From an optimization exercise on the open Yosys and OpenROAD flow, aimed at small area, a short achievable clock period and few clock cycles; shortcuts taken in it are not production practice. Where RTL was checked, it was by simulation tests only, not by an equivalence proof against the original. The RTL of runs 5 to 7 was laid out without a check of its function.

## flow/run.sh

```bash
#!/bin/bash
# Standard synthesis, then the standard flow's own layout with two changes: timing repair
# gets a larger setup margin, so that it keeps working past the constraint's
# period, and the port buffers are plain buffers (sky130_fd_sc_hd__buf_2)
# instead of the delay cells that buffer_ports picks by default.
set -euo pipefail
bash standard.sh synth > synth.log 2>&1
bash standard.sh SETUP_SLACK_MARGIN=11.0 TNS_END_PERCENT=100 \
  "BUFFER_PORTS_ARGS=-buffer_cell sky130_fd_sc_hd__buf_2" finish > layout.log 2>&1
```

## design.v

```verilog
module k_rom (
    input  logic [5:0] kSel,
    output logic [31:0] kBus
);
    always_comb begin
        case (kSel)
                00: kBus = 32'h428a2f98;
                01: kBus = 32'h71374491;
                02: kBus = 32'hb5c0fbcf;
                03: kBus = 32'he9b5dba5;
                04: kBus = 32'h3956c25b;
                05: kBus = 32'h59f111f1;
                06: kBus = 32'h923f82a4;
                07: kBus = 32'hab1c5ed5;
                08: kBus = 32'hd807aa98;
                09: kBus = 32'h12835b01;
                10: kBus = 32'h243185be;
                11: kBus = 32'h550c7dc3;
                12: kBus = 32'h72be5d74;
                13: kBus = 32'h80deb1fe;
                14: kBus = 32'h9bdc06a7;
                15: kBus = 32'hc19bf174;
                16: kBus = 32'he49b69c1;
                17: kBus = 32'hefbe4786;
                18: kBus = 32'h0fc19dc6;
                19: kBus = 32'h240ca1cc;
                20: kBus = 32'h2de92c6f;
                21: kBus = 32'h4a7484aa;
                22: kBus = 32'h5cb0a9dc;
                23: kBus = 32'h76f988da;
                24: kBus = 32'h983e5152;
                25: kBus = 32'ha831c66d;
                26: kBus = 32'hb00327c8;
                27: kBus = 32'hbf597fc7;
                28: kBus = 32'hc6e00bf3;
                29: kBus = 32'hd5a79147;
                30: kBus = 32'h06ca6351;
                31: kBus = 32'h14292967;
                32: kBus = 32'h27b70a85;
                33: kBus = 32'h2e1b2138;
                34: kBus = 32'h4d2c6dfc;
                35: kBus = 32'h53380d13;
                36: kBus = 32'h650a7354;
                37: kBus = 32'h766a0abb;
                38: kBus = 32'h81c2c92e;
                39: kBus = 32'h92722c85;
                40: kBus = 32'ha2bfe8a1;
                41: kBus = 32'ha81a664b;
                42: kBus = 32'hc24b8b70;
                43: kBus = 32'hc76c51a3;
                44: kBus = 32'hd192e819;
                45: kBus = 32'hd6990624;
                46: kBus = 32'hf40e3585;
                47: kBus = 32'h106aa070;
                48: kBus = 32'h19a4c116;
                49: kBus = 32'h1e376c08;
                50: kBus = 32'h2748774c;
                51: kBus = 32'h34b0bcb5;
                52: kBus = 32'h391c0cb3;
                53: kBus = 32'h4ed8aa4a;
                54: kBus = 32'h5b9cca4f;
                55: kBus = 32'h682e6ff3;
                56: kBus = 32'h748f82ee;
                57: kBus = 32'h78a5636f;
                58: kBus = 32'h84c87814;
                59: kBus = 32'h8cc70208;
                60: kBus = 32'h90befffa;
                61: kBus = 32'ha4506ceb;
                62: kBus = 32'hbef9a3f7;
                63: kBus = 32'hc67178f2;
            default: kBus = 32'h00000000;
        endcase
    end
endmodule: k_rom
module sha256_reduced (
    input  logic        clk,
    input  logic        rst_n,
    input  logic        enable,
    input  logic [7:0]  data_in,
    input  logic        data_valid,
    input  logic        end_of_file,
    output logic        ready,
    output logic [31:0] hash_out,
    output logic        hash_valid
);
    localparam int FD = 14;    
    localparam int NB = 46;    
    function automatic logic [31:0] rotr(input logic [31:0] x, input int n);
        rotr = (x >> n) | (x << (32 - n));
    endfunction
    function automatic logic [31:0] bsig0(input logic [31:0] x);
        bsig0 = rotr(x, 2) ^ rotr(x, 13) ^ rotr(x, 22);
    endfunction
    function automatic logic [31:0] bsig1(input logic [31:0] x);
        bsig1 = rotr(x, 6) ^ rotr(x, 11) ^ rotr(x, 25);
    endfunction
    function automatic logic [31:0] ssig0(input logic [31:0] x);
        ssig0 = rotr(x, 7) ^ rotr(x, 18) ^ (x >> 3);
    endfunction
    function automatic logic [31:0] ssig1(input logic [31:0] x);
        ssig1 = rotr(x, 17) ^ rotr(x, 19) ^ (x >> 10);
    endfunction
    function automatic logic [31:0] csum(input logic [31:0] x, input logic [31:0] y, input logic [31:0] z);
        csum = x ^ y ^ z;
    endfunction
    function automatic logic [31:0] ccar(input logic [31:0] x, input logic [31:0] y, input logic [31:0] z);
        ccar = {((x[30:0] & y[30:0]) | (x[30:0] & z[30:0]) | (y[30:0] & z[30:0])), 1'b0};
    endfunction
    function automatic logic [63:0] comp42(input logic [31:0] x1, input logic [31:0] x2,
                                           input logic [31:0] x3, input logic [31:0] x4);
        logic [31:0] p, t, co, ss, cc;
        p  = x1 ^ x2;
        t  = p ^ (x3 ^ x4);
        co = {(p[30:0] & x3[30:0]) | (~p[30:0] & x1[30:0]), 1'b0};
        ss = t ^ co;
        cc = {(t[30:0] & co[30:0]) | (~t[30:0] & x4[30:0]), 1'b0};
        comp42 = {ss, cc};
    endfunction
    function automatic logic [31:0] skadd(input logic [31:0] x, input logic [31:0] y);
        logic [31:0] gg, pp, g2, p2;
        gg = x & y; pp = x ^ y;
        for (int k = 1; k < 32; k = k * 2) begin
            g2 = gg; p2 = pp;
            for (int i = 0; i < 32; i++) begin
                if ((i / k) % 2 == 1) begin
                    g2[i] = gg[i] | (pp[i] & gg[(i / k) * k - 1]);
                    p2[i] = pp[i] & pp[(i / k) * k - 1];
                end
            end
            gg = g2; pp = p2;
        end
        skadd = (x ^ y) ^ {gg[30:0], 1'b0};
    endfunction
    logic       iv, ie, ien;
    logic [7:0] id;
    always_ff @(posedge clk or negedge rst_n) begin
        if (!rst_n) begin
            iv  <= 1'b0;
            ie  <= 1'b0;
            ien <= 1'b0;
        end else begin
            iv  <= data_valid;
            ie  <= end_of_file;
            ien <= enable;
        end
    end
    always_ff @(posedge clk) id <= data_in;
    logic        started;     
    logic        rx;          
    logic        eof_done;    
    logic        pad80;       
    logic [1:0]  bc;          
    logic [7:0]  nbytes;      
    logic [23:0] asm_q;
    logic        nrdy;        
    assign ready = ~nrdy;
    wire start  = ~started & iv & ien;
    wire byte_v = rx & iv;
    wire push   = byte_v & ((bc == 2'd3) | ie);
    logic [31:0] wdata;
    always_comb begin
        case (bc)
            2'd0:    wdata = {id, 8'h80, 16'h0000};
            2'd1:    wdata = {asm_q[7:0], id, 8'h80, 8'h00};
            2'd2:    wdata = {asm_q[15:0], id, 8'h80};
            default: wdata = {asm_q, id};
        endcase
    end
    always_ff @(posedge clk) begin
        if (byte_v) asm_q <= {asm_q[15:0], id};
    end
    logic [FD-1:0][31:0] fq;
    logic [FD-1:0]       occ;      
    logic                fne;      
    logic                pop;
    always_ff @(posedge clk) begin
        if (push) fq <= {fq[FD-2:0], wdata};
    end
    logic [31:0] fhead;
    always_comb begin
        fhead = '0;
        for (int i = 0; i < FD; i++) fhead |= fq[i] & {32{occ[i]}};
    end
    always_ff @(posedge clk or negedge rst_n) begin
        if (!rst_n) begin
            occ <= '0;
            fne <= 1'b0;
        end else if (push & ~pop) begin
            occ <= {occ[FD-2:0], ~fne};
            fne <= 1'b1;
        end else if (pop & ~push) begin
            occ <= {1'b0, occ[FD-1:1]};
            fne <= ~occ[0];
        end
    end
    localparam logic [1:0] P_IDLE = 2'd0, P_RUN = 2'd1, P_OUT = 2'd2, P_DONE = 2'd3;
    logic [1:0]  ph;
    logic [6:0]  st;
    logic        bnd;        
    logic        srcm;       
    logic        nm;         
    logic        ffq;        
    logic        zero_op;    
    logic        pad14;      
    logic        lastblk;    
    logic [1:0]  stl;        
    logic [31:0] a, b, c, d, e, f, g, h;
    logic [31:0] kq;         
    logic [31:0] dl;         
    logic [3:0][31:0] xa, xe;   
    logic [15:0][31:0] w;
    logic [7:1]  osel;
    logic [31:0] hout;
    logic        hv;
    wire run      = (ph == P_RUN);
    wire avail    = fne | eof_done;
    wire stalling = (stl != 2'd0);
    wire stall    = stalling | (run & nm & ~avail);
    wire adv      = run & ~stall;
    wire ffstep   = adv & ffq;
    wire ld_r     = adv & ~bnd;
    wire ld_b     = adv & bnd;
    assign pop = adv & srcm & fne;
    wire [6:0] st_next = (st == 7'd64) ? 7'd0 : st + 7'd1;
    logic [31:0] padword;
    always_comb begin
        if (pad80)                       padword = 32'h80000000;
        else if ((st == 7'd14) & pad14)  padword = {21'b0, nbytes, 3'b000};
        else                             padword = 32'h0;
    end
    wire [31:0] mval = fne ? fhead : padword;
    wire [31:0] ws1  = ssig1(w[14]);
    wire [31:0] ws0  = ssig0(w[1]);
    wire [63:0] wc   = comp42(w[9], w[0], ws0, ws1);
    wire [31:0] wsch = wc[63:32] + wc[31:0];
    wire [31:0] wnew = srcm ? mval : wsch;
    logic [31:0] knext;
    k_rom krom (.kSel(adv ? st_next[5:0] : st[5:0]), .kBus(knext));
    wire [31:0] s1  = bsig1(e);
    wire [31:0] s0  = bsig0(a);
    wire [31:0] ch  = (e & f) | (~e & g);
    wire [31:0] maj = (a & b) | (c & (a | b));
    wire [63:0] ac  = comp42(dl, maj, ch, s0);
    wire [31:0] ax3 = csum(ac[63:32], ac[31:0], s1);
    wire [31:0] ay3 = ccar(ac[63:32], ac[31:0], s1);
    wire [31:0] an  = skadd(ax3, ay3);
    wire [63:0] ec  = comp42(dl, d, ch, s1);
    wire [31:0] en  = skadd(ec[63:32], ec[31:0]);
    wire [31:0] hsrc = bnd ? xe[1] : g;
    wire [31:0] px1  = csum(hsrc, kq, w[15]);
    wire [31:0] py1  = ccar(hsrc, kq, w[15]);
    logic [31:0] iva, ive;
    always_comb begin
        case (st)
            7'd62:   begin iva = 32'ha54ff53a; ive = 32'h5be0cd19; end
            7'd63:   begin iva = 32'h3c6ef372; ive = 32'h1f83d9ab; end
            7'd64:   begin iva = 32'hbb67ae85; ive = 32'h9b05688c; end
            default: begin iva = 32'h6a09e667; ive = 32'h510e527f; end
        endcase
    end
    wire [31:0] suma = zero_op ? iva : xa[0] + a;
    wire [31:0] sume = zero_op ? ive : xe[0] + e;
    wire [31:0] a_alt = ld_b ? suma : d;
    wire [31:0] e_alt = ld_b ? sume : h;
    always_ff @(posedge clk) begin
        w <= {(adv ? wnew  : w[12]), w[15:13],
              (adv ? w[12] : w[8]),  w[11:9],
              (adv ? w[8]  : w[4]),  w[7:5],
              (adv ? w[4]  : w[0]),  w[3:1]};
        a <= ld_r ? an : a_alt;
        b <= ld_b ? xa[3] : a;
        c <= ld_b ? xa[2] : b;
        d <= ld_b ? xa[1] : c;
        e <= ld_r ? en : e_alt;
        f <= ld_b ? xe[3] : e;
        g <= ld_b ? xe[2] : f;
        h <= ld_b ? xe[1] : g;
        kq <= knext;
        if (adv) begin
            dl  <= px1 + py1;
        end
        if (ffstep) begin
            xa <= {suma, xa[3:1]};
            xe <= {sume, xe[3:1]};
        end
    end
    wire fin = ld_b & lastblk;
    always_ff @(posedge clk) begin
        hout <= ({32{fin}} & suma) |
                ({32{osel[1] | osel[3]}} & b) | ({32{osel[2]}} & d) |
                ({32{osel[4] | osel[6]}} & h) | ({32{osel[5] | osel[7]}} & f);
    end
    assign hash_out   = hout;
    assign hash_valid = hv;
    wire thr = (nbytes >= 8'(NB));
    always_ff @(posedge clk or negedge rst_n) begin
        if (!rst_n) begin
            started  <= 1'b0;
            nrdy     <= 1'b0;
            rx       <= 1'b0;
            eof_done <= 1'b0;
            pad80    <= 1'b0;
            bc       <= 2'd0;
            nbytes   <= 8'd0;
            ph       <= P_IDLE;
            st       <= 7'd0;
            bnd      <= 1'b0;
            srcm     <= 1'b0;
            nm       <= 1'b0;
            ffq      <= 1'b0;
            zero_op  <= 1'b0;
            pad14    <= 1'b0;
            lastblk  <= 1'b0;
            stl      <= 2'd0;
            osel     <= 7'd0;
            hv       <= 1'b0;
        end else begin
            if (start) begin
                started <= 1'b1;
                nrdy    <= 1'b1;
                if (ie) begin
                    eof_done <= 1'b1;
                    pad80    <= 1'b1;
                end else begin
                    rx <= 1'b1;
                end
            end
            if (byte_v) begin
                bc     <= bc + 2'd1;
                nbytes <= nbytes + 8'd1;
                if (ie) begin
                    rx       <= 1'b0;
                    eof_done <= 1'b1;
                    pad80    <= (bc == 2'd3);
                end
            end
            if ((ph == P_IDLE) & started & (thr | eof_done)) begin
                ph      <= P_RUN;
                st      <= 7'd62;
                bnd     <= 1'b0;
                srcm    <= 1'b0;
                nm      <= 1'b0;
                ffq     <= 1'b1;
                zero_op <= 1'b1;
            end
            stl <= stall ? stl + 2'd1 : 2'd0;
            if (adv) begin
                st   <= st_next;
                bnd  <= (st_next == 7'd0);
                srcm <= (st_next <= 7'd14) | (st_next == 7'd64);
                nm   <= (st_next <= 7'd14) | ((st_next == 7'd64) & ~lastblk);
                ffq  <= (st_next >= 7'd62) | (st_next == 7'd0);
                if (srcm & ~fne & pad80) pad80 <= 1'b0;
                if (st == 7'd13) pad14 <= ~fne & ~pad80;
                if ((st == 7'd14) & ~fne & pad14) lastblk <= 1'b1;
                if (bnd) begin
                    zero_op <= 1'b0;
                    if (lastblk) ph <= P_OUT;
                end
            end
            osel <= {osel[6:1], fin};
            if (osel[7]) ph <= P_DONE;
            hv <= fin | (|osel);
        end
    end
endmodule
```

## constraint.sdc

```tcl
create_clock -name core_clock -period 15.0 [get_ports {clk}]
set_input_delay 3.0000 -clock core_clock [delete_from_list [all_inputs] [get_ports {clk}]]
set_output_delay 3.0000 -clock core_clock [all_outputs]
set_load 0.01 [all_outputs]
```

## config.mk

```make
export PLATFORM = sky130hd
export DESIGN_NAME = sha256_reduced
export DESIGN_NICKNAME = sha256_reduced
export VERILOG_FILES = /design/flow/design.v
export SDC_FILE = /design/flow/constraint.sdc
export NUM_CORES = 8
export LEC_CHECK = 0
export CAP_MARGIN = 20
export CORE_MARGIN = 2
export CORE_UTILIZATION = 55
export CTS_CLUSTER_DIAMETER = 100
export CTS_CLUSTER_SIZE = 25
export SLEW_MARGIN = 20
export SYNTH_MEMORY_MAX_BITS = 4096
```

## standard.sh

```bash
#!/bin/bash
# synth_recipe.tcl (not shown) runs the flow's synth.tcl, then flattens the netlist and writes it again
# the make line also repeats each setting of config.mk as NAME=value (left out here)
make -C /OpenROAD-flow-scripts/flow DESIGN_CONFIG=/design/flow/config.mk WORK_HOME=/design/flow/orfs CLKGATE_MAP_FILE= SYNTH_SCRIPT=/design/flow/synth_recipe.tcl "${@:-finish}"
```

==> impl_metrics.ini, run 1 <==
[cts]
cts_sinks = 1658
cts_hold_buffers = 0
cts_max_level = 3
cts_max_path_buffers = 3
cts_buffers = 79
clk_pin_slew_worst_paths_ns = 0.11
clk_latency_ns = 0.76
cts_tree = done
clockRootBuffer = clkbuf_16

[placed_design]
io_buffer_count = 46
gp_congestion = 0.985
dp_cells = 8293
placed_area_um2 = 75500
place_hpwl_mm = 157

[finish]
final_nets = 7030
postLayoutCoreUtil_pct = 61.1
drive_gt1_share_pct = 12.5
areaGrowthSynthToFinish_pct = 10.4
final_area_um2 = 81400
n_fill_cell = 10976
seqCellArea_um2 = 41300
instances_no_fill = 8554
antenna_cells = 0
multiInputGateArea_um2 = 32800

[worst_setup_path]
required_ns = 15.62
reg2reg_from = e[3]$_DFF_P_
startpoint = e[3]$_DFF_P_
cp-start-kind = flop
r2r_cells = 21
rrSetupSlack_ns = 10.54
endpoint_kind = flop
path_class = reg -> reg
r2r_end = a[17]$_DFF_P_
cp.arrival_ns = 5.09
critPathMaxFanout = 3

[hold_path]
min_path_cells = 0
worstHoldPathType = reg -> reg
min_from = w[75]$_DFF_P_
whs_endpoint = w[43]$_DFF_P_

[logic_synthesis]
async_reset_ff_share_pct = 3.50
yosysUniqueCellTypes = 102
synth_cells = 6762
ys_seq_area_share_pct = 55.7
syn_area_um2 = 73800
synth_top_area_share_pct = 30.9
synth_nets = 7059
ys.flop_type = dfxtp_1
yosysTopAreaCell = edfxtp_1
synth.avg_cell_area_um2 = 10.9
synth-seq-cells = 1658
synth_edf_count = 760
ys_warn_count = 2
synth_area_leaders = edfxtp_1, dfxtp_1, nand2_1

[sta]
fin_crit_sh_pct = 29.8
slew_headroom_pct = 25.3
hold_violations = 0
skew_ns = 0.0390
finalCriticalPeriod_ns = 4.46
max_freq_mhz = 224
slew_violations = 0
final.setup.tns_ns = 0
tightest_slew_ns = 1.12
whs_ns = 0.306
rsz0062_at_grt = true
setup_violations = 0

[die]
die_h_um = 370
floorplan.initialDensity_pct = 55.3
pin_count = 47
num_rows = 134
die_w_um = 370
die_area_um2 = 137000
coreArea_um2 = 133000

[route]
ant_nets = 0
via_count = 51618
drc = 0
wire_per_inst_um = 26.3
wirelength_mm = 225
drt_first_pass_iters = 6
first_iter_violations = 5576
viasPerCell = 6.03

[grt]
grt-ovfl-total = 0
grt_pass1_vias = 48919
grt_max_degree = 203
antenna_found_initial = 3
grt_pass1_wl_mm = 326
track_usage_pct = 32.1

[run]
cap_violations = 0

[run_status]
status = complete, no violations
==> synthesized netlist by cell type, drive strengths merged, types with 174 or more instances <==
master  number
edfxtp     760
a22oi      202
nor2       322
o21ai      319
xnor2      466
dfxtp      840
inv        174
a21oi      262
ha         211
nand2     1261
clkbuf     297
xor2       232
==> cells in the final DEF (no fill, tap or decap), types with 95 or more instances in the layout <==
cell type     n
nand2_1    1255
edfxtp_1    760
dfxtp_1     744
xnor2_1     395
nor2_1      302
o21ai_0     262
a21oi_1     242
xor2_1      213
a22oi_1     199
ha_1        178
inv_1       160
buf_4       160
maj3_1       95
==> worst max path at each step <==
stage | endpoint | slack (ns) | depth (start not counted)
finish | a[17]$_DFF_P_ | 10.54 | 21
global route | a[17]$_DFF_P_ | 10.30 | 21
CTS | ready | 10.58 | 2
detailed placement | dl[31]$_DFFE_PP_ | 9.84 | 14
global placement | a[22]$_DFF_P_ | 9.89 | 17
floorplan | occ[9]$_DFFE_PN0P_ | 6.19 | 10
==> per-stage QoR <==
stage	setup WS, ns
floorplan	6.19
global placement	9.89
detailed placement	9.84
CTS	10.58
global route	10.30
finish	10.54
==> metal layers <==
| metal | vias to the layer above | global-route usage [%] | share of wire, % |
|---|---|---|---|
| met1 | 25485 | 43.8 | 42 |
| met2 | 2000 | 51.7 | 46 |
| met3 | 408 | 4.08 | 6.3 |
| li1 | 23725 | - | - |
| met5 | - | 0 | 0 |
| met4 | 0 | 13.8 | 5.2 |
==> worst max-delay path, cell delays in order, from the launching register on <==
cell      delay, ns
dfxtp_4        0.36
mux2_4         0.34
xor2_4         0.17
xor2_2         0.17
xnor2_1        0.23
xor2_1         0.13
fa_1           0.56
inv_2          0.05
ha_4           0.25
a21oi_4        0.13
a211o_1        0.24
nand2_2        0.11
o21bai_4       0.16
nand3b_1       0.13
a21oi_2        0.17
o21bai_1       0.10
a21o_1         0.20
fa_2           0.35
xor2_1         0.15
nor2_1         0.12
a211oi_2       0.06
a21o_1         0.16
==> logic make-up (layout without fill, tap and decap cells) <==
| kind of cell | after synthesis | count (layout) | share of synthesized area [%] |
|---|---|---|---|
| buf+inv | 532 | 552 | 2.84 |
| mux | 102 | 102 | 1.49 |
| fa+ha+maj | 405 | 405 | 7.20 |
| xor+xnor | 717 | 718 | 8.90 |
| compound gates | 1396 | 1396 | 12.8 |
| simple gates | 1952 | 1955 | 11.1 |
| flops | 1658 | 1658 | 55.7 |
==> final cells by class <==
class | instances | share of cell area (%)
Clock inverter | 14 | 0.306
Sequential cell | 1658 | 50.7
Inverter | 177 | 0.847
Timing Repair Buffer | 241 | 2.54
Clock buffer | 120 | 2.62
Multi-Input combinational cell | 4576 | 40.3
Tap cell | 1768 | 2.72
==> state kept, by name, summed over array words and instances, names as in the netlist, 2 cells and up, named ones only <==
signal	count
c	32
b	32
xe	128
f	32
g	32
ph	2
xa	128
kq	32
a	32
st	7
stl	2
fq	448
occ	14
id	8
w	512
h	32
d	32
bc	2
dl	32
nbytes	8
e	32
osel	7
asm_q	24
hout	32
==> what timing repair did <==
item,CTS,global route
hold endpoints to repair,0,0
gates cloned,4,4
setup buffers,84,35
setup endpoints to repair,459,510
resized for setup,386,207
pin swaps,94,77
Testbench counts, summed over its fixed seeds: cycles 20,631.
==> run 2: changes to the inputs <==
--- a/flow/run.sh
+++ b/flow/run.sh
@@ -6,4 +6,4 @@
 set -euo pipefail
 bash standard.sh synth > synth.log 2>&1
-bash standard.sh SETUP_SLACK_MARGIN=11.0 TNS_END_PERCENT=100 \
+bash standard.sh SETUP_SLACK_MARGIN=10.7 TNS_END_PERCENT=100 \
   "BUFFER_PORTS_ARGS=-buffer_cell sky130_fd_sc_hd__buf_2" finish > layout.log 2>&1
--- a/config.mk
+++ b/config.mk
@@ -8,5 +8,5 @@
 export CAP_MARGIN = 20
 export CORE_MARGIN = 2
-export CORE_UTILIZATION = 55
+export CORE_UTILIZATION = 65
 export CTS_CLUSTER_DIAMETER = 100
 export CTS_CLUSTER_SIZE = 25
==> run 2 against run 1 <==
Global-route usage grew 4.5 points. Still clean on timing, DRC and antenna. Critical endpoint is now a[15]$_DFF_P_. First-iteration DRC count is 17% higher. Clock-buffer cell count rose by 2. Die area fell by 15%. Clock skew up 0.0014 ns. Highest routed layer unchanged. Final cell count shrank 3.8%. Setup slack worse by 0.049 ns. Non-clock buffer count down 62. Critical path depth down 1.
==> impl_metrics.ini, run 2 <==
[placed_design]
gp_congestion = 0.995
io_buffer_count = 46
place_hpwl_mm = 150

[finish]
drive_gt1_share_pct = 9.11
areaGrowthSynthToFinish_pct = 7.60
most-common-layout-cells = nand2_1, dfxtp_1, edfxtp_1
layout_commonest_cell = nand2_1
reg_top3 = w x512, fq x448
top_register = w
postLayoutCoreUtil_pct = 70.6
final_nets = 6965
largest_reg_flops = 512

[die]
coreArea_um2 = 112000
die_h_um = 341
pin_count = 47
floorplan.initialDensity_pct = 65.6
die_area_um2 = 116000
die_w_um = 341
num_rows = 123

[grt]
track_usage_pct = 36.7
grt-ovfl-total = 0
grt_max_degree = 182
met3_usage_pct = 5.53
grt_pass1_wl_mm = 317
use_met2_pct = 57.2
antenna_found_initial = 6
grt_util_met1_pct = 49.9
grt_pass1_vias = 49338
top_usage_layer = met2

[sta]
hold_violations = 0
finalCriticalPeriod_ns = 4.51
final.setup.tns_ns = 0
whs_ns = 0.313
max_freq_mhz = 222
skew_ns = 0.0404
setup_violations = 0
slew_headroom_pct = 24.8
slew_violations = 0
tightest_slew_ns = 1.12
rsz0062_at_grt = true
fin_crit_sh_pct = 30.1

[logic_synthesis]
async_reset_ff_share_pct = 3.50
synth_top_area_share_pct = 30.9
yosysMostFrequentCell = nand2_1
synth_area_leaders = edfxtp_1, dfxtp_1, nand2_1
ys_seq_area_share_pct = 55.7
synth_commonest_cells = nand2_1, dfxtp_1, edfxtp_1
yosysTopAreaCell = edfxtp_1
synth-seq-cells = 1658
yosysUniqueCellTypes = 102
syn_area_um2 = 73800
ys.flop_type = dfxtp_1
synth_nets = 7059
synth_cells = 6762
ys_warn_count = 2
synth.avg_cell_area_um2 = 10.9
synth_edf_count = 760

[run]
cap_violations = 0

[worst_setup_path]
cp-start-kind = flop
r2r_end = a[15]$_DFF_P_
startpoint = a[25]$_DFF_P_
required_ns = 15.60
r2r_cells = 20
reg2reg_from = a[25]$_DFF_P_
endpoint_kind = flop
rrSetupSlack_ns = 10.49
critPathMaxFanout = 6
path_class = reg -> reg
crit_end = a[15]$_DFF_P_
cp.arrival_ns = 5.11

[run_status]
status = complete, no violations

[cts]
cts_tree = done
cts_sinks = 1658
cts_max_level = 3
clk_pin_slew_worst_paths_ns = 0.11
cts_max_path_buffers = 3
cts_hold_buffers = 0
clockRootBuffer = clkbuf_16
cts_buffers = 78
clk_latency_ns = 0.73

[route]
viasPerCell = 6.34
first_iter_violations = 6523
drt_first_pass_iters = 8
via_count = 52164
wirelength_mm = 217
ant_nets = 0
wire_per_inst_um = 26.3
drc = 0

[hold_path]
worstHoldPathType = reg -> reg
-- run 2: worst min-delay path by stage --
stage                     end  cells past startpoint  slack, ns           start
6_report       w[409]$_DFF_P_                      0       0.31  w[441]$_DFF_P_
5_1_grt         w[38]$_DFF_P_                      0       0.32   w[70]$_DFF_P_
4_1_cts        w[411]$_DFF_P_                      0       0.32  w[443]$_DFF_P_
3_5_place_dp   w[406]$_DFF_P_                      0       0.31  w[438]$_DFF_P_
3_3_place_gp   w[332]$_DFF_P_                      0       0.31  w[364]$_DFF_P_
2_1_floorplan  w[128]$_DFF_P_                      0       0.31  w[160]$_DFF_P_
-- run 2: worst max-delay path, stage by stage (launching register included) --
cell and delay, ns:
dfxtp_1 0.75, xnor2_2 0.26, xnor2_1 0.26, xor2_1 0.22, fa_1 0.46, inv_2 0.09, ha_4 0.22, a21oi_4 0.12
a211o_1 0.24, nand2_1 0.09, o21bai_1 0.19, nand3b_1 0.15, a21oi_2 0.20, o21bai_2 0.08, buf_4 0.14, buf_6 0.11
buf_6 0.10, buf_6 0.10, buf_6 0.10, xor2_2 0.14, a221o_1 0.32
-- run 2: metal layers --
layer	wire [µm]	vias up	part of all wire, %
li1	-	23585	-
met1	86000	25465	40
met3	19100	527	8.8
met5	0	-	0
met2	97700	2587	45
met4	13900	0	6.4
-- run 2: cells by family (layout without fill, tap and decap cells) --
group	count (synthesis)	after routing	share of synthesized area [%]
compound gates	1396	1396	12.8
fa+ha+maj	405	405	7.20
xor+xnor	717	717	8.90
other cells	0	5	0
simple gates	1952	1954	11.1
mux	102	102	1.49
buf+inv	532	489	2.84
flops	1658	1658	55.7
-- run 2: timing repair --
action / in CTS / in global routing
setup buffers: 52 / 13
pin swaps: 54 / 41
gates resized for setup: 222 / 107
gates cloned: 3 / 2
endpoints found under the hold margin: 0 / 0
endpoints found under the setup margin: 282 / 143
-- run 2: layout make-up --
type                       count  area [µm²]
multi-input combinational   4574       31700
clock inverter                11         204
antenna                        5        12.5
timing repair buffer         179        1460
tap                         1500        1880
sequential                  1658       41200
clock buffer                 122        2180
fill                        8073       33100
inverter                     177         677
-- run 2: per-stage QoR --
| step | cells | setup slack, ns | instance area, µm² |
|---|---|---|---|
| after floorplan | 6762 | 6.19 | 73900 |
| after detailed placement | 8018 | 9.82 | 75100 |
| after global placement | 8018 | 9.89 | 75100 |
| after global routing | 8224 | 10.30 | 79400 |
| final | 8226 | 10.49 | 79400 |
| after CTS | 8206 | 10.56 | 78700 |
==> run 3: changes to the inputs <==
--- a/design.v
+++ b/design.v
@@ -85,5 +85,5 @@
 );
     localparam int FD = 14;    
-    localparam int NB = 46;    
+    localparam int NB = 45;    
     function automatic logic [31:0] rotr(input logic [31:0] x, input int n);
         rotr = (x >> n) | (x << (32 - n));
@@ -157,5 +157,7 @@
     wire start  = ~started & iv & ien;
     wire byte_v = rx & iv;
-    wire push   = byte_v & ((bc == 2'd3) | ie);
+    wire wrd    = byte_v & ((bc == 2'd3) | ie);    
+    logic byp;                                      
+    wire push   = wrd & ~byp;                       
     logic [31:0] wdata;
     always_comb begin
@@ -214,5 +216,5 @@
     logic        hv;
     wire run      = (ph == P_RUN);
-    wire avail    = fne | eof_done;
+    wire avail    = fne | eof_done | wrd;
     wire stalling = (stl != 2'd0);
     wire stall    = stalling | (run & nm & ~avail);
@@ -222,4 +224,5 @@
     wire ld_b     = adv & bnd;
     assign pop = adv & srcm & fne;
+    assign byp = adv & srcm & ~fne & wrd;
     wire [6:0] st_next = (st == 7'd64) ? 7'd0 : st + 7'd1;
     logic [31:0] padword;
@@ -229,5 +232,5 @@
         else                             padword = 32'h0;
     end
-    wire [31:0] mval = fne ? fhead : padword;
+    wire [31:0] mval = fne ? fhead : wrd ? wdata : padword;
     wire [31:0] ws1  = ssig1(w[14]);
     wire [31:0] ws0  = ssig0(w[1]);
@@ -351,7 +354,7 @@
                 nm   <= (st_next <= 7'd14) | ((st_next == 7'd64) & ~lastblk);
                 ffq  <= (st_next >= 7'd62) | (st_next == 7'd0);
-                if (srcm & ~fne & pad80) pad80 <= 1'b0;
-                if (st == 7'd13) pad14 <= ~fne & ~pad80;
-                if ((st == 7'd14) & ~fne & pad14) lastblk <= 1'b1;
+                if (srcm & ~fne & ~wrd & pad80) pad80 <= 1'b0;
+                if (st == 7'd13) pad14 <= ~fne & ~wrd & ~pad80;
+                if ((st == 7'd14) & ~fne & ~wrd & pad14) lastblk <= 1'b1;
                 if (bnd) begin
                     zero_op <= 1'b0;
==> run 3 against run 2 <==
Worst hold slack got worse by 0.0013 ns. Via count is 0.16% lower. Utilization grew 0.60 points. Global-route usage is 0.64 points lower. Largest cell class unchanged. Critical path depth shrank 18. Highest routed layer is now met5. Wire length fell by 1.1%. First-iteration DRC count decreased by 7.4%. Register-to-register slack gained 0.12 ns.
==> impl_metrics.ini, run 3 <==
[route]
wire_per_inst_um = 26.0
wirelength_mm = 214
drc = 0
viasPerCell = 6.33
via_count = 52083
drt_first_pass_iters = 9
first_iter_violations = 6042
ant_nets = 0

[hold_path]
worstHoldPathType = reg -> reg
whs_endpoint = w[60]$_DFF_P_
min_from = w[92]$_DFF_P_
min_path_cells = 0

[die]
pin_count = 47
die_h_um = 340
coreArea_um2 = 112000
die_area_um2 = 116000
num_rows = 123
die_w_um = 340
floorplan.initialDensity_pct = 65.4

[finish]
n_fill_cell = 8097
drive_gt1_share_pct = 10.7
largest_reg_flops = 512
multiInputGateArea_um2 = 32000
most-common-layout-cells = nand2_1, edfxtp_1, dfxtp_1
seqCellArea_um2 = 41300
final_nets = 6970
final_area_um2 = 79900
layout_commonest_cell = nand2_1
instances_no_fill = 8232
top_register = w
reg_top3 = w x512, fq x448
areaGrowthSynthToFinish_pct = 8.74

[logic_synthesis]
synth_cells = 6737
synth_area_leaders = edfxtp_1, dfxtp_1, nand2_1
synth_nets = 7035
ys_seq_area_share_pct = 55.9
yosysMostFrequentCell = nand2_1
synth_commonest_cells = nand2_1, dfxtp_1, edfxtp_1
ys_warn_count = 2
synth-seq-cells = 1658
yosysUniqueCellTypes = 95
syn_area_um2 = 73500
ys.flop_type = dfxtp_1
synth_edf_count = 760
yosysTopAreaCell = edfxtp_1
synth_top_area_share_pct = 31.0
synth.avg_cell_area_um2 = 10.9
async_reset_ff_share_pct = 3.50

[worst_setup_path]
required_ns = 12.00
cp.arrival_ns = 1.40
endpoint_kind = output pin
cp-start-kind = flop
r2r_cells = 18
path_class = reg -> out
reg2reg_from = a[7]$_DFF_P_
r2r_end = a[30]$_DFF_P_
critPathMaxFanout = 2
rrSetupSlack_ns = 10.61

[grt]
grt_pass1_vias = 49206
grt-ovfl-total = 0
track_usage_pct = 36.0
grt_max_degree = 213
grt_pass1_wl_mm = 313
antenna_found_initial = 4

[sta]
skew_ns = 0.0374
slew_headroom_pct = 26.6
final.setup.tns_ns = 0
fin_crit_sh_pct = 29.3
tightest_slew_ns = 1.10
whs_ns = 0.312
slew_violations = 0
finalCriticalPeriod_ns = 4.40
max_freq_mhz = 227
setup_violations = 0
hold_violations = 0
rsz0062_at_grt = true

[cts]
clk_pin_slew_worst_paths_ns = 0.11
clk_latency_ns = 0.70
cts_max_level = 3
cts_max_path_buffers = 3
cts_hold_buffers = 0
cts_tree = done
cts_buffers = 79
clockRootBuffer = clkbuf_16
cts_sinks = 1658

[run_status]
status = complete, no violations

[run]
cap_violations = 0

[placed_design]
place_hpwl_mm = 150
placed_area_um2 = 74900
dp_cells = 7998
gp_congestion = 0.965
io_buffer_count = 46
-- run 3: cell types whose count changed in the layout (fill, tap and decap cells not counted), moves of 18 or more --
| cell | delta |
|---|---|
| nand3_1 | +24 |
| nand2_1 | -19 |
| nor2_1 | -28 |
| dfxtp_1 | -22 |
| maj3_1 | -18 |
| buf_4 | +20 |
-- run 3: cell families (layout without fill, tap and decap cells) --
group           count (synthesis)  count (layout)  share of synthesized area [%]
simple gates                 1941            1942                           11.0
flops                        1658            1658                           55.9
compound gates               1400            1400                           12.7
xor+xnor                      723             723                           9.02
buf+inv                       518             510                           2.74
fa+ha+maj                     400             400                           7.16
mux                            97              97                           1.41
other cells                     0               2                              0
-- run 3: worst max-delay path, cell delays in order, from the launching register on --
cell,delay [ns]
dfrtp_1,0.40
clkinvlp_4,0.15
buf_6,0.15
-- run 3: area by class of cell --
type,count,area share (%)
flip-flops and latches,1658,51.6
multi-input cells,4562,40.0
clock buffers,128,2.76
well taps,1500,2.35
repair buffers,208,2.25
inverters,163,0.800
clock inverters,11,0.177
diodes,2,0.00626
-- run 3: worst max path at each step --
stage,start,to,slack [ns],cells past startpoint
after floorplan,bc[1]$_DFFE_PN0P_,occ[7]$_DFFE_PN0P_,4.12,13
after global placement,bc[1]$_DFFE_PN0P_,fq[183]$_DFFE_PP_,9.12,10
after detailed placement,bc[1]$_DFFE_PN0P_,fq[375]$_DFFE_PP_,8.99,10
after CTS,nrdy$_DFFE_PN0P_,ready,10.58,2
after global routing,nrdy$_DFFE_PN0P_,ready,10.55,2
final,nrdy$_DFFE_PN0P_,ready,10.60,2
-- run 3: per-layer routing --
metal | track usage, % | vias up | wire length (µm)
met5 | 0 | - | 24
met4 | 20.6 | 4 | 14500
met3 | 3.98 | 572 | 16500
met2 | 58.1 | 2563 | 99400
met1 | 47.6 | 25372 | 83800
li1 | - | 23572 | -
-- run 3: what timing repair did --
item,in CTS,in global routing
endpoints found under the hold margin,0,0
cloned,2,2
pin swaps,29,73
resized for setup,245,240
buffers inserted,53,36
endpoints found under the setup margin,835,520
-- run 3: per-stage QoR --
step,utilization [%],setup slack (ns)
global route,71.1,10.55
finish,71.2,10.60
detailed placement,66.7,8.99
global placement,66.7,9.12
CTS,70.0,10.58
floorplan,-,4.12
Testbench counts of run 3, summed over its fixed seeds: cycles 20,554.
==> run 4: changes to the inputs <==
--- a/config.mk
+++ b/config.mk
@@ -8,5 +8,5 @@
 export CAP_MARGIN = 20
 export CORE_MARGIN = 2
-export CORE_UTILIZATION = 65
+export CORE_UTILIZATION = 55
 export CTS_CLUSTER_DIAMETER = 100
 export CTS_CLUSTER_SIZE = 25
==> run 4 against run 3 <==
Highest routed layer is now met4. First-iteration DRC count down 11%. Flip-flop and latch count unchanged. Critical endpoint unchanged. Synthesized cell count unchanged.
==> impl_metrics.ini, run 4 <==
[route]
viasPerCell = 6.09
first_iter_violations = 5353
wire_per_inst_um = 27.1
ant_nets = 0
drc = 0
via_count = 51679
wirelength_mm = 230
drt_first_pass_iters = 6

[finish]
largest_reg_flops = 512
top_register = w
reg_top3 = w x512, fq x448
areaGrowthSynthToFinish_pct = 9.01
layout_commonest_cell = nand2_1
final_nets = 6964
drive_gt1_share_pct = 10.8
postLayoutCoreUtil_pct = 60.2
most-common-layout-cells = nand2_1, edfxtp_1, dfxtp_1

[logic_synthesis]
synth.avg_cell_area_um2 = 10.9
yosysUniqueCellTypes = 95
synth_cells = 6737
syn_area_um2 = 73500
synth_area_leaders = edfxtp_1, dfxtp_1, nand2_1
synth_edf_count = 760
synth-seq-cells = 1658
synth_commonest_cells = nand2_1, dfxtp_1, edfxtp_1
synth_top_area_share_pct = 31.0
synth_nets = 7035
yosysMostFrequentCell = nand2_1
ys_warn_count = 2
ys_seq_area_share_pct = 55.9
async_reset_ff_share_pct = 3.50
ys.flop_type = dfxtp_1
yosysTopAreaCell = edfxtp_1

[cts]
cts_sinks = 1658
cts_max_path_buffers = 3
clk_pin_slew_worst_paths_ns = 0.10
cts_max_level = 3
cts_hold_buffers = 0
clockRootBuffer = clkbuf_16
cts_tree = done
cts_buffers = 78
clk_latency_ns = 0.76

[worst_setup_path]
cp-start-kind = flop
crit_path_max_incr_delay_ns = 0.40
endpoint_kind = output pin
cp_slowest_cell = dfrtp_1
critPathMaxFanout = 2
required_ns = 12.00
crit_chain = clkinvlp_4, buf_6
r2r_cells = 18
cp.arrival_ns = 1.50
path_class = reg -> out

[run]
cap_violations = 0

[sta]
setup_violations = 0
fin_crit_sh_pct = 30.0
rsz0062_at_grt = true
max_freq_mhz = 222
skew_ns = 0.0519
slew_headroom_pct = 19.3
slew_violations = 0
finalCriticalPeriod_ns = 4.50
hold_violations = 0
final.setup.tns_ns = 0
tightest_slew_ns = 1.21

[grt]
antenna_found_initial = 3
track_usage_pct = 33.0
grt_max_degree = 200
grt_pass1_wl_mm = 332
grt_pass1_vias = 48758
grt-ovfl-total = 0

[placed_design]
io_buffer_count = 46
place_hpwl_mm = 161
gp_congestion = 0.994

[die]
die_h_um = 370
die_w_um = 370
num_rows = 134
die_area_um2 = 137000
coreArea_um2 = 133000
pin_count = 47
floorplan.initialDensity_pct = 55.2

[run_status]
status = complete, no violations

[hold_path]
worstHoldPathType = reg -> reg
min_path_cells = 0
-- run 4: what timing repair did --
action / CTS / global route
pin swaps: 17 / 58
cloned: 2 / 1
setup buffers: 45 / 38
setup endpoints to repair: 698 / 172
resized for setup: 245 / 229
-- run 4: final cells by class --
type	instances	area, µm²
Sequential cell	1658	41300
Timing Repair Buffer	204	1710
Antenna cell	1	2.50
Fill cell	11139	53000
Clock buffer	117	2120
Multi-Input combinational cell	4561	31900
Tap cell	1768	2210
Inverter	163	634
Clock inverter	13	225
-- run 4: stage by stage --
stage	hold WS (ns)	std cells	worst slack [ns]	cell area, µm²
after detailed placement	0.312	8268	9.68	75300
after global routing	0.325	8484	10.47	80100
after CTS	0.315	8445	10.48	78900
final	0.312	8485	10.50	80100
after global placement	0.310	8268	9.61	75300
after floorplan	0.310	6737	4.12	73700
-- run 4: layer usage --
layer,share of wire [%],GRT usage [%],up-vias
met2,46,52.5,2000
met3,6.0,3.69,415
li1,-,-,23526
met5,0,0,-
met4,5.9,16.4,0
met1,42,45.0,25738
-- run 4: worst max-delay path, delay by kind of cell, from the launching register on --
family	cells	cell delay, ns
buffers and inverters	2	0.35
flip-flops	1	0.40
-- run 4: final timing paths --
kind                                   end  slack, ns        startpoint
max reg2reg                  a[31]$_DFF_P_      10.60     e[10]$_DFF_P_
min reg2reg                  w[50]$_DFF_P_       0.31     w[82]$_DFF_P_
min                          w[50]$_DFF_P_       0.31     w[82]$_DFF_P_
min in group asynchronous    ien$_DFF_PN0_       2.42             rst_n
max in group asynchronous  bnd$_DFFE_PN0P_      11.79             rst_n
max                                  ready      10.50  nrdy$_DFFE_PN0P_
-- run 4: cells by family after synthesis --
group | synth area share, %
AO/OA/AOI/OAI | 12.7
XOR/XNOR | 9.02
adder cells (fa/ha/maj) | 7.16
buffers and inverters | 2.74
flip-flops | 55.9
multiplexers | 1.41
AND/OR/NAND/NOR | 11.0
==> run 5: changes to the inputs <==
--- a/design.v
+++ b/design.v
@@ -208,5 +208,4 @@
     logic [1:0]  stl;        
     logic [31:0] a, b, c, d, e, f, g, h;
-    logic [31:0] kq;         
     logic [31:0] dl;         
     logic [3:0][31:0] xa, xe;   
@@ -238,6 +237,6 @@
     wire [31:0] wsch = wc[63:32] + wc[31:0];
     wire [31:0] wnew = srcm ? mval : wsch;
-    logic [31:0] knext;
-    k_rom krom (.kSel(adv ? st_next[5:0] : st[5:0]), .kBus(knext));
+    logic [31:0] kq;         
+    k_rom krom (.kSel(st[5:0]), .kBus(kq));
     wire [31:0] s1  = bsig1(e);
     wire [31:0] s0  = bsig0(a);
@@ -279,5 +278,4 @@
         g <= ld_b ? xe[2] : f;
         h <= ld_b ? xe[1] : g;
-        kq <= knext;
         if (adv) begin
             dl  <= px1 + py1;
--- a/config.mk
+++ b/config.mk
@@ -8,5 +8,5 @@
 export CAP_MARGIN = 20
 export CORE_MARGIN = 2
-export CORE_UTILIZATION = 55
+export CORE_UTILIZATION = 65
 export CTS_CLUSTER_DIAMETER = 100
 export CTS_CLUSTER_SIZE = 25
==> run 5 against run 4 <==
Area after synthesis is 0.55% lower. Global-route usage is 4.7 points higher. Sequential share of layout area is 1.1 points lower. Largest cell class unchanged.
==> impl_metrics.ini, run 5 <==
[run_status]
status = complete, no violations

[cts]
clk_pin_slew_worst_paths_ns = 0.10
cts_max_path_buffers = 3
clockRootBuffer = clkbuf_16
clk_latency_ns = 0.73
cts_tree = done
cts_max_level = 3
cts_buffers = 76
cts_hold_buffers = 0
cts_sinks = 1626

[hold_path]
min_path_cells = 0
min_from = w[67]$_DFF_P_
worstHoldPathType = reg -> reg
whs_endpoint = w[35]$_DFF_P_

[sta]
max_freq_mhz = 195
finalCriticalPeriod_ns = 5.12
tightest_slew_ns = 1.17
slew_headroom_pct = 22.2
setup_violations = 0
fin_crit_sh_pct = 34.1
hold_violations = 0
rsz0062_at_grt = true
final.setup.tns_ns = 0
setup_ws_ns = 9.88
slew_violations = 0
skew_ns = 0.0745

[die]
num_rows = 123
die_w_um = 339
die_h_um = 339
coreArea_um2 = 112000
pin_count = 47
die_area_um2 = 115000
floorplan.initialDensity_pct = 65.3

[worst_setup_path]
path_class = reg -> reg
r2r_end = dl[29]$_DFFE_PP_
critPathMaxFanout = 7
reg2reg_from = st[0]$_DFFE_PN0P_
r2r_cells = 24
rrSetupSlack_ns = 9.88
cp-start-kind = flop
cp.arrival_ns = 5.61
required_ns = 15.49
endpoint_kind = flop

[finish]
final_nets = 7104
postLayoutCoreUtil_pct = 71.8
top_register = w
areaGrowthSynthToFinish_pct = 10.0
layout_commonest_cell = nand2_1
most-common-layout-cells = nand2_1, edfxtp_1, dfxtp_1
reg_top3 = w x512, fq x448
final_area_um2 = 80400
n_fill_cell = 8021
drive_gt1_share_pct = 11.0
largest_reg_flops = 512

[run]
cap_violations = 0

[logic_synthesis]
synth_area_leaders = edfxtp_1, dfxtp_1, nand2_1
ys_warn_count = 2
ys_seq_area_share_pct = 55.3
synthXorXnorAreaFrac_pct = 8.95
synth_top_family_by_area = compound AO/OA/AOI/OAI gates
yosysTopAreaCell = edfxtp_1
synth-seq-cells = 1626
async_reset_ff_share_pct = 3.57
synth_compound_area_share_pct = 12.9
yosys.area_share.simple_pct = 11.2
synth_nets = 7115
synth_cells = 6819
synthMuxAreaShare_pct = 1.52
synth_edf_count = 760
synth.avg_cell_area_um2 = 10.7
yosysMostFrequentCell = nand2_1
syn_area_um2 = 73100
ys.flop_type = dfxtp_1
synth_top_area_share_pct = 31.2
synth_fa_ha_area_share_pct = 7.03
synth_commonest_cells = nand2_1, dfxtp_1, edfxtp_1
yosysUniqueCellTypes = 84

[placed_design]
io_buffer_count = 46
place_hpwl_mm = 153
placed_area_um2 = 74600
gp_congestion = 0.961
dpl_worst_slack_ns = 8.72

[route]
via_count = 53668
drt_first_pass_iters = 8
drc = 0
ant_nets = 0
wirelength_mm = 223
viasPerCell = 6.42
first_iter_violations = 7575
wire_per_inst_um = 26.6

[grt]
grt_max_degree = 218
track_usage_pct = 37.8
antenna_found_initial = 14
grt-ovfl-total = 0
grt_pass1_vias = 49680
grt_pass1_wl_mm = 325
[run 5: cell types whose count changed in the layout (fill, tap and decap cells not counted), moves of 11 or more]
| cell | previous run | this run |
|---|---|---|
| inv_1 | 153 | 236 |
| dfxtp_2 | 69 | 34 |
| a21o_1 | 108 | 79 |
| mux2i_1 | 44 | 71 |
| buf_4 | 127 | 152 |
| o21a_1 | 23 | 46 |
| xnor2_2 | 51 | 29 |
| nor2_1 | 277 | 298 |
| nand3_1 | 105 | 85 |
| mux2_2 | 38 | 19 |
| maj3_2 | 31 | 15 |
| xor2_1 | 209 | 225 |
| o21ai_0 | 274 | 286 |
| ha_1 | 191 | 180 |
[run 5: worst max-delay path, cell delays in order, from the launching register on]
cell and delay [ns]:
dfrtp_1 0.40, buf_12 0.16, inv_16 0.05, buf_12 0.12, ha_4 0.17, buf_12 0.14
nor2_4 0.14, nor2_4 0.07, nor2_2 0.12, a31oi_2 0.05, a211oi_2 0.27, a311oi_2 0.09
fa_1 0.59, inv_2 0.05, fa_2 0.35, nor2b_1 0.11, o21a_1 0.20, o21ai_4 0.09
a211oi_4 0.31, a31oi_2 0.15, o31a_1 0.31, o311a_4 0.41, o41ai_2 0.30, a21oi_1 0.12
xnor2_1 0.13
[run 5: area by class of cell]
cell class                      instances  area (µm²)  share of cell area [%]
Antenna cell                            8        20.0                  0.0249
Clock buffer                          115        2070                    2.57
Clock inverter                         13         230                   0.286
Inverter                              251         988                    1.23
Multi-Input combinational cell       4599       32200                    40.1
Sequential cell                      1626       40600                    50.5
Tap cell                             1500        1880                    2.33
Timing Repair Buffer                  254        2400                    2.99
[run 5: how the worst max path moves through the flow]
stage	cells after the start	from	end
finish	24	st[0]$_DFFE_PN0P_	dl[29]$_DFFE_PP_
global route	24	st[0]$_DFFE_PN0P_	dl[29]$_DFFE_PP_
CTS	22	st[0]$_DFFE_PN0P_	dl[29]$_DFFE_PP_
detailed placement	10	bc[0]$_DFFE_PN0P_	xa[109]$_DFFE_PP_
global placement	24	st[2]$_DFFE_PN0P_	dl[29]$_DFFE_PP_
floorplan	16	bc[1]$_DFFE_PN0P_	occ[9]$_DFFE_PN0P_
[run 5: cells by family (layout without fill, tap and decap cells)]
logic type                 Yosys count  count (layout)
AOI/OAI and AO/OA                 1417            1417
xor gates and xnor gates           716             716
adders and majority gates          388             388
buffers and inverters              596             633
DFF                               1626            1626
muxes                              103             103
other                                0               8
and+or+nand+nor                   1973            1975
[run 5: repair_timing]
action | CTS | global route
pin swaps | 81 | 74
gates resized for setup | 328 | 168
gates cloned | 9 | 0
buffers inserted | 97 | 40
setup endpoints to repair | 631 | 250
[run 5: metrics by stage]
step                hold WS [ns]  cells
finish                     0.308   8366
global route               0.317   8358
CTS                        0.299   8318
detailed placement         0.312   8084
floorplan                  0.310   6819
global placement           0.309   8084
[run 5: layer usage]
layer / vias up / part of all wire, % / track usage, %
li1: 23803 / - / -
met3: 534 / 12 / 7.90
met2: 3235 / 42 / 54.9
met1: 26084 / 41 / 55.7
met5: - / 0.033 / 0
met4: 12 / 4.5 / 14.8
==> run 6: changes to the inputs <==
--- a/design.v
+++ b/design.v
@@ -243,8 +243,8 @@
     wire [31:0] ch  = (e & f) | (~e & g);
     wire [31:0] maj = (a & b) | (c & (a | b));
-    wire [63:0] ac  = comp42(dl, maj, ch, s0);
-    wire [31:0] ax3 = csum(ac[63:32], ac[31:0], s1);
-    wire [31:0] ay3 = ccar(ac[63:32], ac[31:0], s1);
-    wire [31:0] an  = skadd(ax3, ay3);
+    wire [31:0] ax1 = csum(dl, maj, ch);
+    wire [31:0] ay1 = ccar(dl, maj, ch);
+    wire [63:0] ac  = comp42(ax1, ay1, s0, s1);
+    wire [31:0] an  = skadd(ac[63:32], ac[31:0]);
     wire [63:0] ec  = comp42(dl, d, ch, s1);
     wire [31:0] en  = skadd(ec[63:32], ec[31:0]);
==> run 6 against run 5 <==
Still clean on timing, DRC and antenna. Worst hold slack gained 0.0069 ns. First-iteration DRC count down 8.8%. Via count grew 0.31%. Global-route usage rose by 0.061 points. Clock-buffer cell count down 1. Wire length rose by 0.54%. Critical path depth is 4 lower. Die area increased by 0.50%. Critical path type unchanged.
==> impl_metrics.ini, run 6 <==
[grt]
antenna_found_initial = 12
grt-ovfl-total = 0
grt_util_met1_pct = 56.3
grt_pass1_wl_mm = 326
top_usage_layer = met1
grt_max_degree = 168
met3_usage_pct = 8.56
track_usage_pct = 37.8
grt_pass1_vias = 49960
use_met2_pct = 55.1

[route]
drt_first_pass_iters = 6
wirelength_mm = 224
viasPerCell = 6.43
via_count = 53837
first_iter_violations = 6906
drc = 0
ant_nets = 0
wire_per_inst_um = 26.7

[die]
die_area_um2 = 116000
die_w_um = 340
floorplan.initialDensity_pct = 65.4
die_h_um = 340
pin_count = 47
num_rows = 123
coreArea_um2 = 112000

[logic_synthesis]
synthXorXnorAreaFrac_pct = 9.57
yosysUniqueCellTypes = 91
synth_compound_area_share_pct = 12.9
synth_commonest_cells = nand2_1, dfxtp_1, edfxtp_1
syn_area_um2 = 73500
synth_fa_ha_area_share_pct = 7.08
synth.avg_cell_area_um2 = 10.8
synthMuxAreaShare_pct = 1.48
ys_seq_area_share_pct = 55.0
synth_area_leaders = edfxtp_1, dfxtp_1, nand2_1
synth_nets = 7120
yosysTopAreaCell = edfxtp_1
yosysMostFrequentCell = nand2_1
ys.flop_type = dfxtp_1
synth_top_family_by_area = compound AO/OA/AOI/OAI gates
synth_edf_count = 760
yosys.area_share.simple_pct = 10.9
async_reset_ff_share_pct = 3.57
synth_cells = 6824
synth_top_area_share_pct = 31.1
ys_warn_count = 2
synth-seq-cells = 1626

[cts]
cts_max_level = 3
cts_max_path_buffers = 3
clk_latency_ns = 0.72
cts_tree = done
cts_buffers = 77
cts_sinks = 1626
clockRootBuffer = clkbuf_16
clk_pin_slew_worst_paths_ns = 0.09

[finish]
drive_gt1_share_pct = 11.1
areaGrowthSynthToFinish_pct = 9.94
layout_commonest_cell = nand2_1
top_register = w
reg_top3 = w x512, fq x448
final_nets = 7115
most-common-layout-cells = nand2_1, edfxtp_1, dfxtp_1
largest_reg_flops = 512

[sta]
fin_crit_sh_pct = 34.2
final.setup.tns_ns = 0
slew_violations = 0
rsz0062_at_grt = true
max_freq_mhz = 195
setup_ws_ns = 9.88
hold_violations = 0
tightest_slew_ns = 1.14
setup_violations = 0
slew_headroom_pct = 23.6
whs_ns = 0.315
skew_ns = 0.0432
finalCriticalPeriod_ns = 5.12

[worst_setup_path]
critPathMaxFanout = 9
cp.arrival_ns = 5.68
path_class = reg -> reg
required_ns = 15.56
cp-start-kind = flop
endpoint_kind = flop

[placed_design]
dpl_worst_slack_ns = 8.33
gp_congestion = 1.00
place_hpwl_mm = 154
io_buffer_count = 46

[hold_path]
worstHoldPathType = reg -> reg

[run_status]
status = complete, no violations

[run]
cap_violations = 0
==> run 6: cell types whose count changed in the layout (fill, tap and decap cells not counted), moves of 15 or more <==
cell / previous run / this run
o21ai_1: 45 / 65
o21a_1: 46 / 29
xnor2_1: 430 / 496
a21o_1: 79 / 120
nand2_1: 1250 / 1278
mux2i_4: 4 / 19
nor2_1: 298 / 244
a221oi_1: 68 / 84
maj3_1: 90 / 105
nor3_1: 55 / 38
==> run 6: worst paths after layout <==
kind	from	to	slack, ns	cells after the start
min in group asynchronous	rst_n	occ[12]$_DFFE_PN0P_	2.15	1
hold / removal	w[339]$_DFF_P_	w[307]$_DFF_P_	0.31	0
setup / recovery	st[1]$_DFFE_PN0P_	dl[31]$_DFFE_PP_	9.88	20
hold reg to reg	w[339]$_DFF_P_	w[307]$_DFF_P_	0.31	0
max in group asynchronous	rst_n	st[2]$_DFFE_PN0P_	11.73	2
setup reg to reg	st[1]$_DFFE_PN0P_	dl[31]$_DFFE_PP_	9.88	20
==> run 6: metrics by stage <==
stage / cell area [µm²] / utilization [%] / instances
after detailed placement: 74900 / 66.7 / 8098
after floorplan: 73600 / - / 6824
after CTS: 79700 / 70.9 / 8315
final: 80800 / 71.9 / 8371
after global routing: 80800 / 71.9 / 8370
after global placement: 74900 / 66.7 / 8097
==> run 6: kinds of logic (layout without fill, tap and decap cells) <==
group,after synthesis,in the layout
and+or+nand+nor,1913,1915
muxes,101,101
AOI/OAI and AO/OA,1425,1425
adders and majority gates,393,393
DFF,1626,1626
other,0,1
buffers and inverters,588,632
xor gates and xnor gates,778,778
==> run 6: per-layer routing <==
metal / share of wire [%] / routed length, µm / vias up
li1: - / - / 23891
met1: 42 / 93400 / 26500
met3: 12 / 26500 / 441
met5: 0.012 / 26 / -
met2: 43 / 95500 / 3001
met4: 3.8 / 8460 / 4
==> run 6: worst max-delay path: stages, from the launching register on <==
cell      delay, ns
dfrtp_2        0.44
buf_12         0.14
buf_4          0.18
ha_4           0.24
buf_4          0.16
nor2_2         0.35
o21ai_0        0.24
a211oi_2       0.48
a21oi_1        0.13
fa_1           0.47
ha_4           0.26
o21a_1         0.19
o21ai_1        0.14
a21oi_2        0.05
o211ai_1       0.28
a21oi_2        0.17
a21oi_4        0.22
o211ai_1       0.14
buf_4          0.19
a2111o_1       0.41
o211ai_1       0.09
==> run 6: cell type report <==
cell class              count  area, µm²
fillers                  7957      31600
repair inverters            1       8.76
multi-input cells        4612      32600
inverters                 243        952
diodes                      1       2.50
clock inverters            16        241
well taps                1500       1880
clock buffers             114       2070
repair buffers            258       2380
flip-flops and latches   1626      40600
==> run 6: what timing repair did <==
item | in CTS | in global routing
pin swaps | 100 | 90
hold buffers | 0 | 0
resized for setup | 421 | 156
setup endpoints to repair | 787 | 131
cloned | 11 | 0
setup buffers | 76 | 55
==> run 7: changes to the inputs <==
--- a/design.v
+++ b/design.v
@@ -208,4 +208,5 @@
     logic [1:0]  stl;        
     logic [31:0] a, b, c, d, e, f, g, h;
+    logic [31:0] kq;         
     logic [31:0] dl;         
     logic [3:0][31:0] xa, xe;   
@@ -237,6 +238,6 @@
     wire [31:0] wsch = wc[63:32] + wc[31:0];
     wire [31:0] wnew = srcm ? mval : wsch;
-    logic [31:0] kq;         
-    k_rom krom (.kSel(st[5:0]), .kBus(kq));
+    logic [31:0] knext;
+    k_rom krom (.kSel(adv ? st_next[5:0] : st[5:0]), .kBus(knext));
     wire [31:0] s1  = bsig1(e);
     wire [31:0] s0  = bsig0(a);
@@ -278,4 +279,5 @@
         g <= ld_b ? xe[2] : f;
         h <= ld_b ? xe[1] : g;
+        kq <= knext;
         if (adv) begin
             dl  <= px1 + py1;
==> run 7 against run 6 <==
Now fails the layout checks on max-slew violations. Fmax rose by 10%. Synthesized cell count barely moved. Wire length barely moved. First-iteration DRC count fell by 3.8%. Utilization fell by 0.42 points. Via count fell by 0.49%. Critical path type unchanged. Cell area fell by 0.18%. Largest cell class unchanged.
==> impl_metrics.ini, run 7 <==
[run_status]
status = finished with violations
violations = max-slew violations

[worst_setup_path]
cp.arrival_ns = 5.23
endpoint_kind = flop
critPathMaxFanout = 5
path_class = reg -> reg
cp-start-kind = flop
rrSetupSlack_ns = 10.35
required_ns = 15.58

[logic_synthesis]
synth_edf_count = 760
yosys.area_share.simple_pct = 10.7
synth_commonest_cells = nand2_1, dfxtp_1, edfxtp_1
synth_top_area_share_pct = 30.8
yosysTopAreaCell = edfxtp_1
synth_compound_area_share_pct = 13.1
synth-seq-cells = 1658
ys.flop_type = dfxtp_1
ys_warn_count = 2
yosysMostFrequentCell = nand2_1
synth_area_leaders = edfxtp_1, dfxtp_1, nand2_1
synthXorXnorAreaFrac_pct = 9.42
synth_top_family_by_area = compound AO/OA/AOI/OAI gates
syn_area_um2 = 74200
yosysUniqueCellTypes = 99
ys_seq_area_share_pct = 55.4
synth_fa_ha_area_share_pct = 7.13
synth_nets = 7118
synthMuxAreaShare_pct = 1.54
async_reset_ff_share_pct = 3.50
synth.avg_cell_area_um2 = 10.9
synth_cells = 6820

[hold_path]
worstHoldPathType = reg -> reg

[die]
die_h_um = 342
pin_count = 47
die_area_um2 = 117000
die_w_um = 342
floorplan.initialDensity_pct = 65.8
coreArea_um2 = 113000
num_rows = 123

[sta]
fin_crit_sh_pct = 31.0
slew_headroom_pct = -25.8
skew_ns = 0.0367
max_freq_mhz = 215
tightest_slew_ns = 1.89
setup_violations = 0
finalCriticalPeriod_ns = 4.65
slew_violations = 129
final.setup.tns_ns = 0
hold_violations = 0
setup_ws_ns = 10.35
rsz0062_at_grt = true

[placed_design]
place_hpwl_mm = 156
gp_congestion = 1.04
io_buffer_count = 46
dpl_worst_slack_ns = 9.50

[finish]
reg_top3 = w x512, fq x448
drive_gt1_share_pct = 9.69
largest_reg_flops = 512
seqCellArea_um2 = 41300
postLayoutCoreUtil_pct = 71.5
n_fill_cell = 7974
multiInputGateArea_um2 = 32500
most-common-layout-cells = nand2_1, dfxtp_1, edfxtp_1
layout_commonest_cell = nand2_1
areaGrowthSynthToFinish_pct = 8.68
top_register = w
final_nets = 7085

[grt]
grt_pass1_vias = 50417
track_usage_pct = 37.8
antenna_found_initial = 9
grt_pass1_wl_mm = 328
grt-ovfl-total = 0
grt_max_degree = 209

[cts]
cts_buffers = 78
cts_tree = done
cts_sinks = 1658
clk_pin_slew_worst_paths_ns = 0.10
clk_latency_ns = 0.71
cts_max_level = 3
cts_hold_buffers = 0
clockRootBuffer = clkbuf_16
cts_max_path_buffers = 3

[route]
drc = 0
wire_per_inst_um = 26.8
via_count = 53571
ant_nets = 0
viasPerCell = 6.42
first_iter_violations = 6646
wirelength_mm = 224
drt_first_pass_iters = 9

[run]
cap_violations = 0
[run 7: cell count changes after synthesis, moves of 16 or more]
| cell | before | now |
|---|---|---|
| xor2_1 | 224 | 199 |
| inv_1 | 241 | 174 |
| a22oi_1 | 194 | 219 |
| mux2_2 | 9 | 34 |
| dfxtp_1 | 808 | 840 |
| a21oi_1 | 284 | 251 |
| a221oi_1 | 85 | 69 |
| clkbuf_1 | 296 | 312 |
| o21ai_0 | 330 | 369 |
| o21ai_1 | 36 | 8 |
[run 7: metrics by stage]
step / instance area [µm²] / hold slack (ns) / instances
CTS: 79600 / 0.326 / 8300
global placement: 75800 / 0.310 / 8096
detailed placement: 75800 / 0.312 / 8096
finish: 80600 / 0.320 / 8350
global route: 80600 / 0.332 / 8345
floorplan: 74400 / 0.310 / 6820
[run 7: final cells by class]
cell class / count / share of cell area (%)
timing repair buffer: 238 / 2.40
clock inverter: 8 / 0.183
tap: 1500 / 2.33
sequential: 1658 / 51.2
antenna: 5 / 0.0155
clock buffer: 130 / 2.77
multi-input combinational: 4633 / 40.3
inverter: 178 / 0.875
[run 7: cells by family after synthesis]
| group | Yosys count |
|---|---|
| AO/OA/AOI/OAI | 1448 |
| XOR/XNOR | 755 |
| adder cells (fa/ha/maj) | 402 |
| buffers and inverters | 529 |
| flip-flops | 1658 |
| multiplexers | 108 |
| AND/OR/NAND/NOR | 1920 |
[run 7: final timing paths]
| check | start | to | cells after the start |
|---|---|---|---|
| min in group asynchronous | rst_n | ien$_DFF_PN0_ | 2 |
| max in group asynchronous | rst_n | bnd$_DFFE_PN0P_ | 2 |
| worst min-delay path | w[215]$_DFF_P_ | w[183]$_DFF_P_ | 0 |
| worst max register to register | e[4]$_DFF_P_ | a[31]$_DFF_P_ | 18 |
| worst max-delay path | e[4]$_DFF_P_ | a[31]$_DFF_P_ | 18 |
| worst min register to register | w[215]$_DFF_P_ | w[183]$_DFF_P_ | 0 |
[run 7: layer usage]
layer	vias to the layer above	wire [µm]	track usage, %
li1	23954	-	-
met1	26065	90800	54.3
met2	2999	95300	55.3
met3	549	25700	8.21
met4	4	12300	17.1
met5	-	22	0
[run 7: repair_timing]
action                                  CTS  global route
endpoints found under the setup margin  528           100
pin swaps                                51            74
setup buffers                            63            44
resized for setup                       232           160
cloned                                    3             1
[run 7: critical path, cell delays in order (launching register included)]
cell and delay [ns]:
dfxtp_4 0.38, mux2i_4 0.28, fa_2 0.52, xnor2_2 0.22
xnor2_2 0.16, xor2_1 0.20, xor2_1 0.22, inv_1 0.06
ha_1 0.27, o211ai_1 0.09, o211a_1 0.31, o2bb2ai_4 0.27
nand4_1 0.30, a21oi_2 0.32, o2111a_1 0.26, nor3_1 0.07
nor3_1 0.21, mux2i_1 0.12, a221o_1 0.26

-- static timing again, ports no longer ideal --
Ports are ideal in the flow. The routed layouts listed here were re-timed in OpenROAD. Step 1 (the two cells are an assumption about what drives the block):
set clk [get_ports {clk}]
set_driving_cell -lib_cell sky130_fd_sc_hd__clkbuf_16 $clk
set_driving_cell -lib_cell sky130_fd_sc_hd__buf_2 [delete_from_list [all_inputs] $clk]
Step 2 also shifts input and output timing later by t, the mid clock arrival at the registers, as if the neighbouring blocks saw the same clock. Three values: no drivers, after step 1, after step 2; two values: the first two.
| run | t, ns | slack for setup (ns) | worst hold slack (ns) |
|---|---|---|---|
| run 1 | 0.809 | 10.535 / 10.535 / 10.535 | 0.306 / 0.306 / 0.306 |
| run 2 | 0.786 | 10.486 / 10.486 / 10.486 | 0.313 / 0.313 / 0.313 |
| run 3 | 0.765 | 10.600 / 10.519 / 10.612 | 0.312 / 0.312 / 0.312 |
| run 4 | 0.811 | 10.500 / 10.420 / 10.596 | 0.312 / 0.312 / 0.312 |
| run 5 | 0.772 | 9.879 / 9.879 / 9.879 | 0.308 / 0.308 / 0.308 |
| run 6 | 0.780 | 9.876 / 9.876 / 9.876 | 0.315 / 0.315 / 0.315 |
| run 7 | 0.760 | 10.349 / 10.349 / 10.349 | 0.320 / 0.320 / 0.320 |
